What follows belongs to an exercise in optimizing a design on an open flow for small area; a production flow would make more cautious choices.
Only simulation tests tie the RTL to the original design; equivalence was not proved.
Power figures rest on the tool's default switching activity, not on a simulated workload.

$ cat flow/run.sh
#!/bin/bash
# synth_recipe.tcl (not shown) runs the flow's synth.tcl, then flattens the netlist and writes it again
# the make line also repeats each setting of config.mk as NAME=value (left out here)
make -C /OpenROAD-flow-scripts/flow DESIGN_CONFIG=/design/flow/config.mk WORK_HOME=/design/flow/orfs CLKGATE_MAP_FILE= SYNTH_SCRIPT=/design/flow/synth_recipe.tcl finish
$ cat flow/design.v
`timescale 1ns/1ps
module axi_bridge (
    input               axi_clk         ,  
    input               axi_rst         ,  
    input     [31:00]   axi_araddr      ,  
    input     [02:00]   axi_arprot      ,  
    output reg          axi_arready     ,  
    input               axi_arvalid     ,  
    output reg[31:00]   axi_rdata       ,  
    input               axi_rready      ,  
    output reg[01:00]   axi_rresp       ,  
    output reg          axi_rvalid      ,  
    input     [31:00]   axi_awaddr      ,  
    input     [02:00]   axi_awprot      ,  
    output reg          axi_awready     ,  
    input               axi_awvalid     ,  
    input     [31:00]   axi_wdata       ,  
    output reg          axi_wready      ,  
    input     [03:00]   axi_wstrb       ,  
    input               axi_wvalid      ,  
    input               axi_bready      ,  
    output reg[01:00]   axi_bresp       ,  
    output reg          axi_bvalid      ,  
    output reg[31:00]   user_rd_data0   , 
    output reg[31:00]   user_rd_data1   , 
    output reg[31:00]   user_rd_data2   , 
    output reg[31:00]   user_rd_data3   , 
    output reg[31:00]   user_rd_data4   , 
    output reg[31:00]   user_rd_data5   , 
    output reg[31:00]   user_rd_data6   , 
    output reg[31:00]   user_rd_data7   , 
    input     [31:00]   user_wr_data0   , 
    input     [31:00]   user_wr_data1   , 
    input     [31:00]   user_wr_data2   , 
    input     [31:00]   user_wr_data3   , 
    input     [31:00]   user_wr_data4   , 
    input     [31:00]   user_wr_data5   , 
    input     [31:00]   user_wr_data6   , 
    input     [31:00]   user_wr_data7     
);
    reg             rd_addr_evt; 
    reg [15:00]     read_addr; 
    reg [31:00]     read_regtable[07:00];
    reg [31:00]     read_regtable_r0[07:00];
    reg [31:00]     read_regtable_r1[07:00]; 
    reg [15:00]     write_addr; 
    reg [31:00]     write_data; 
    reg             write_evt;
    reg [31:00]     rw_regtable[07:00];
    reg [31:00]     rw_regtable_r0[07:00];
    reg [31:00]     rw_regtable_r1[07:00];
    always @(posedge axi_clk or posedge axi_rst) begin
        if (axi_rst) begin 
            axi_arready <= 'b1;
            read_addr   <= 'h0; 
            rd_addr_evt <= 'b0;
        end else begin
            if (axi_arvalid) begin 
                axi_arready <= 0; 
            end else begin
                axi_arready <= 1;  
            end
            rd_addr_evt <= 0;
            if (axi_arready && axi_arvalid && axi_arprot == 3'b000) begin
                read_addr <= {2'h0,axi_araddr[15:02]};
                rd_addr_evt <= 1;
            end
        end
    end
    always @(posedge axi_clk) begin
        read_regtable[0] <= user_wr_data0;
        read_regtable[1] <= user_wr_data1;
        read_regtable[2] <= user_wr_data2;
        read_regtable[3] <= user_wr_data3;
        read_regtable[4] <= user_wr_data4;
        read_regtable[5] <= user_wr_data5;
        read_regtable[6] <= user_wr_data6;
        read_regtable[7] <= user_wr_data7;
    end
    generate
        begin: gen0 
            genvar i;
            for (i = 0; i < 8; i = i + 1)
            begin: axi_read 
                always @(posedge axi_clk) begin
                    read_regtable_r0[i] <= read_regtable[i];
                    read_regtable_r1[i] <= read_regtable_r0[i];
                end
            end
        end 
    endgenerate
    always @(posedge axi_clk or posedge axi_rst) begin
        if (axi_rst) begin 
            axi_rvalid <= 'b0;
            axi_rdata  <= 'h0; 
            axi_rresp  <= 'h0; 
        end else begin
            if (rd_addr_evt) begin 
                axi_rvalid <= 1;
            end else if (axi_rready && axi_rvalid) begin
                axi_rvalid <= 0; 
            end else begin
                axi_rvalid <= axi_rvalid;
            end
            if (rd_addr_evt) begin 
                axi_rresp <= 2'h0;  
                case(read_addr) 
                32'd0   : axi_rdata <= rw_regtable[0]; 
                32'd1   : axi_rdata <= rw_regtable[1]; 
                32'd2   : axi_rdata <= rw_regtable[2]; 
                32'd3   : axi_rdata <= rw_regtable[3]; 
                32'd4   : axi_rdata <= rw_regtable[4]; 
                32'd5   : axi_rdata <= rw_regtable[5]; 
                32'd6   : axi_rdata <= rw_regtable[6]; 
                32'd7   : axi_rdata <= rw_regtable[7]; 
                32'd8   : axi_rdata <= read_regtable_r1[0]; 
                32'd9   : axi_rdata <= read_regtable_r1[1]; 
                32'd10  : axi_rdata <= read_regtable_r1[2]; 
                32'd11  : axi_rdata <= read_regtable_r1[3]; 
                32'd12  : axi_rdata <= read_regtable_r1[4]; 
                32'd13  : axi_rdata <= read_regtable_r1[5]; 
                32'd14  : axi_rdata <= read_regtable_r1[6]; 
                32'd15  : axi_rdata <= read_regtable_r1[7]; 
                default : axi_rdata <= 32'h0         ; 
                endcase 
            end
        end
    end
    always @(posedge axi_clk or posedge axi_rst) begin
        if (axi_rst) begin
            axi_awready <= 'b1;
            write_addr  <= 'h0;
        end else begin
            if (axi_awvalid) begin 
                axi_awready <= 0; 
            end else begin 
                axi_awready <= 1;  
            end
            if (axi_awready && axi_awvalid && axi_awprot == 3'b000) begin
                write_addr <= {2'h0,axi_awaddr[15:02]}; 
            end
        end
    end
    always @(posedge axi_clk or posedge axi_rst) begin
        if (axi_rst) begin
            axi_wready <= 'b1;
            write_data <= 'h0;
            write_evt  <= 'b0;
        end else begin 
            if (axi_wvalid) begin 
                axi_wready <= 0; 
            end else begin 
                axi_wready <= 1;  
            end 
            write_evt <= 0;
            if (axi_wready && axi_wvalid && axi_wstrb == 4'hF) begin
                write_data <= axi_wdata;
                write_evt  <= 1;
            end
        end
    end
    always @(posedge axi_clk or posedge axi_rst) begin
        if (axi_rst) begin
            axi_bvalid   <= 'b0;
            axi_bresp    <= 'h0;
        end else begin 
            if (write_evt) begin
                axi_bvalid <= 1;
            end else if(axi_bready && axi_bvalid) begin
                axi_bvalid <= 0;
            end else begin
                axi_bvalid <= axi_bvalid;
            end
            if (write_evt) begin
                axi_bresp  <= 2'h0;  
            end
        end
    end
    always @(posedge axi_clk or posedge axi_rst) begin
        if (axi_rst) begin
            rw_regtable[0] <= 'h0;
            rw_regtable[1] <= 'h0;
            rw_regtable[2] <= 'h0;
            rw_regtable[3] <= 'h0;
            rw_regtable[4] <= 'h0;
            rw_regtable[5] <= 'h0;
            rw_regtable[6] <= 'h0;
            rw_regtable[7] <= 'h0;
        end else begin
            if (axi_bready && axi_bvalid) begin
                case(write_addr)
                32'd0   : rw_regtable[0] <= write_data;
                32'd1   : rw_regtable[1] <= write_data;
                32'd2   : rw_regtable[2] <= write_data;
                32'd3   : rw_regtable[3] <= write_data;
                32'd4   : rw_regtable[4] <= write_data;
                32'd5   : rw_regtable[5] <= write_data;
                32'd6   : rw_regtable[6] <= write_data;
                32'd7   : rw_regtable[7] <= write_data;
                default : ;
                endcase
            end  
        end
    end 
    generate
        begin : gen1 
            genvar i;
            for (i = 0; i < 8; i = i + 1)
            begin: axi_write 
                always @(posedge axi_clk) begin
                    rw_regtable_r0[i] <= rw_regtable[i];
                    rw_regtable_r1[i] <= rw_regtable_r0[i];
                end
            end
        end 
    endgenerate
    always @(posedge axi_clk) begin  
        user_rd_data0 <= rw_regtable_r1[0];
        user_rd_data1 <= rw_regtable_r1[1];
        user_rd_data2 <= rw_regtable_r1[2];
        user_rd_data3 <= rw_regtable_r1[3];
        user_rd_data4 <= rw_regtable_r1[4];
        user_rd_data5 <= rw_regtable_r1[5];
        user_rd_data6 <= rw_regtable_r1[6];
        user_rd_data7 <= rw_regtable_r1[7];
    end
endmodule 
$ cat flow/constraint.sdc
create_clock -name core_clock -period 5.0 [get_ports {axi_clk}]
set_input_delay 1.0000 -clock core_clock [delete_from_list [all_inputs] [get_ports {axi_clk}]]
set_output_delay 1.0000 -clock core_clock [all_outputs]
set_load 0.01 [all_outputs]
$ cat flow/config.mk
export PLATFORM = sky130hd
export DESIGN_NAME = axi_bridge
export DESIGN_NICKNAME = axi_bridge
export VERILOG_FILES = /design/flow/design.v
export SDC_FILE = /design/flow/constraint.sdc
export NUM_CORES = 4
export LEC_CHECK = 0
export CAP_MARGIN = 20
export CORE_MARGIN = 2
export CORE_UTILIZATION = 40
export PLACE_DENSITY = 0.6
export SLEW_MARGIN = 20
==> run notes <==
setup_tns=0 ns; Finished Cell Area=0.0627 mm²; Post-Syn Area per Cell=16.2 µm²; Reg clk slew, reported paths=0.07 ns; vias in the first global route=25.4k; Synth area leader=dfxtp_1; GRT Residual Overflow=0; max frequency=291 MHz; setup ws final=1.56 ns; crit path DAT=4.06 ns; Fillers=10.0k; largest family of logic cells by synthesized area=multiplexers; post_cts resized=0; critical path class=register to register; XOR/XNOR Fraction of Synth Area=0%; Worst Clk Skew=0.0367 ns; max-cap violations=0; Final ANT Viol Nets=0; Slew @ Worst Pin=1.15 ns; Area contributors post-synth=dfxtp_1 64%, dfrtp_1 18%, mux2_2 5.8%; Worst Path Required=5.62 ns; CTS Buffer Depth=3; largest net degree at the start of global routing=92; Synth Flop Type=dfxtp_1; Pre-antenna DRT Iters=5; via count=25.4k; Core Box Area=0.120 mm²; first-pass GRT wire length=179000 µm; via/cell ratio=4.62; Mapped Area=0.0483 mm²; complex-gate fraction of the synthesized area=5.71%; CTS root buf=clkbuf_16; Worst Setup Start Kind=register; fraction of registers with async set or reset after synthesis=18.8%; die area=0.124 mm²; # port buffers=625; H-tree depth=4; CTS tree=yes; Max VDD drop=345 µV; I/O pin count=666; max_slew headroom=23.2%; Skew-Pair Late Insertion Delay=0.78 ns; post-synth top area share=63.7%; postcts setup bufs=0; Routed Wire Length=129000 µm; Total Routing Usage GR=20.6%; Rows=127; Netlist cell types=60; Starting DRT DRC Count=1584; initial antenna violation count=22; post-synthesis mux area share=8.15%; adder-cell share of the synthesized area=0%; worst min-delay path class=register to register; DRC=0; total CTS buffers=179; clk sinks=1891; post-layout min period=3.44 ns; routed len/inst=23.5 µm; endpoints failing hold=0; DP HPWL=88700 µm; power per cell area=501 mW/mm²; CP endpoint kind=register; Post-Place Setup Slack=1.17 ns; number of nets in the layout=4088; Synth Warn #=7; share of layout cells above drive strength 1=16.6%; number of synthesized flops with an enable pin=0; Area growth syn-to-layout=29.8%; final setup fails=0; Initial Util=40.3%; unrepaired setup endpoints after global routing=false; Pleak=26.2 nW; height of the chip=351 µm; critical-path maximum fanout=46; total power=31.4 mW; outcome=timing/DRC/antenna clean; Final Slew Violations=0; Mapped Cells=2986; die width=351 µm; final RePlAce weighted congestion=0.802; sequential area share after synthesis=82.1%; register bit total from synthesis=1891; Area after DPL=0.0565 mm²; Simple-Gate Fraction of Synth Area=2.62%; Core Util, Final=52.3%; Final Cycle Share=68.7%; CTS Hold Bufs=0
-- flip-flops by register name, indices dropped and copies added (netlist names), 256 cells and up --
name and count:
rw_regtable_r0 256, rw_regtable_r1 256, read_regtable_r1 256, read_regtable 256, rw_regtable 256, read_regtable_r0 256
-- cell usage after synthesis (22+ instances only) --
library cell and n:
nand2_1 80, dfrtp_1 352, nor2_1 32, clkbuf_1 69, a22oi_1 93, a21oi_1 58, nand3b_1 40, o21ai_0 43
buf_2 22, a22o_1 34, dfxtp_1 1536, o22ai_1 23, mux2_1 55, mux2i_1 49, mux2_2 249
-- logic make-up (layout without fill, tap and decap cells) --
kind of cell | Yosys count | after routing
simple gates | 222 | 222
flops | 1891 | 1891
mux | 354 | 354
other cells | 1 | 11
buf+inv | 136 | 1022
compound gates | 382 | 382
-- worst paths after layout --
kind | endpoint | from | depth (start not counted) | slack [ns]
worst max-delay path | axi_rdata[6]$_DFFE_PP0P_ | read_addr[3]$_DFFE_PP0P_ | 6 | 1.56
worst min-delay path | read_regtable_r0[2][23]$_DFF_P_ | read_regtable[2][23]$_DFF_P_ | 0 | 0.29
worst max register to register | axi_rdata[6]$_DFFE_PP0P_ | read_addr[3]$_DFFE_PP0P_ | 6 | 1.56
worst min register to register | read_regtable_r0[2][23]$_DFF_P_ | read_regtable[2][23]$_DFF_P_ | 0 | 0.29
max in group asynchronous | write_data[14]$_DFFE_PP0P_ | axi_rst | 4 | 3.21
min in group asynchronous | axi_rdata[13]$_DFFE_PP0P_ | axi_rst | 2 | 0.68
-- layout by cell type (no fill, tap or decap), drive strengths merged, types with 16 or more instances in the layout --
| cell | instances |
|---|---|
| a21o | 19 |
| a21oi | 58 |
| a221oi | 20 |
| a222oi | 16 |
| a22o | 34 |
| a22oi | 93 |
| buf | 51 |
| clkbuf | 266 |
| clkdlybuf4s50 | 625 |
| clkinv | 41 |
| dfrtp | 352 |
| dfxtp | 1536 |
| inv | 21 |
| mux2 | 304 |
| mux2i | 49 |
| nand2 | 81 |
| nand3b | 43 |
| nor2 | 32 |
| o21ai | 43 |
| o22ai | 23 |
| o31a | 18 |
-- routing by layer --
metal,part of all wire [%],wire (µm),track usage [%]
met1,45,57600,27.9
met2,46,59900,32.4
met3,6.7,8620,5.08
met4,2.4,3090,6.58
met5,0.039,50,0
-- cell type report --
class / instances / area (µm²) / share of cell area [%]
tap: 1612 / 2020 / 3.22
multi-input combinational: 962 / 8130 / 13.0
clock buffer: 266 / 5270 / 8.41
timing repair buffer: 676 / 6700 / 10.7
sequential: 1891 / 39600 / 63.2
inverter: 9 / 37.5 / 0.0599
antenna: 7 / 17.5 / 0.0279
clock inverter: 71 / 882 / 1.41
-- report_power, final --
| part | internal (mW) | switching, mW | total, mW |
|---|---|---|---|
| clock network | 7.89 | 5.78 | 13.7 |
| logic | 0.703 | 0.980 | 1.68 |
| registers | 15.6 | 0.442 | 16.0 |
| total | 24.2 | 7.20 | 31.4 |
-- critical path: stages (launching register included) --
cell,delay [ns]
dfrtp_2,0.82
buf_4,0.57
nor4b_2,0.15
buf_4,0.31
a221o_1,0.42
o31ai_1,0.79
a31oi_1,0.17
-- per-stage QoR --
stage               hold slack, ns  instances
detailed placement           0.312       5150
global placement             0.310       5150
global route                 0.296       5490
floorplan                    0.310       2989
CTS                          0.301       5487
finish                       0.293       5494

==> static timing again, ports no longer ideal <==
The results above use ideal ports. As a check the final layout listed here was re-extracted and re-timed, cells and wires unchanged.
Step 1: set_driving_cell puts a clkbuf_16 on axi_clk and a buf_2 on each other input, an assumption about the parent block.
Step 2, shift: input delay + t, output delay - t, t = (earliest + latest rising clock arrival at the registers) / 2. This alone moves slack from input paths to output paths.
Three values: ideal, step 1, step 2; two values: the first two.
shift t [ns]: 0.840
setup slack, ns: 1.563 / 1.563 / 1.145
clock arrival spread, ns: 0.049 / 0.050
After both steps this run still meets setup and hold. The setup slack of this run moves by 0.000 ns with the drivers and by -0.418 ns with both steps.
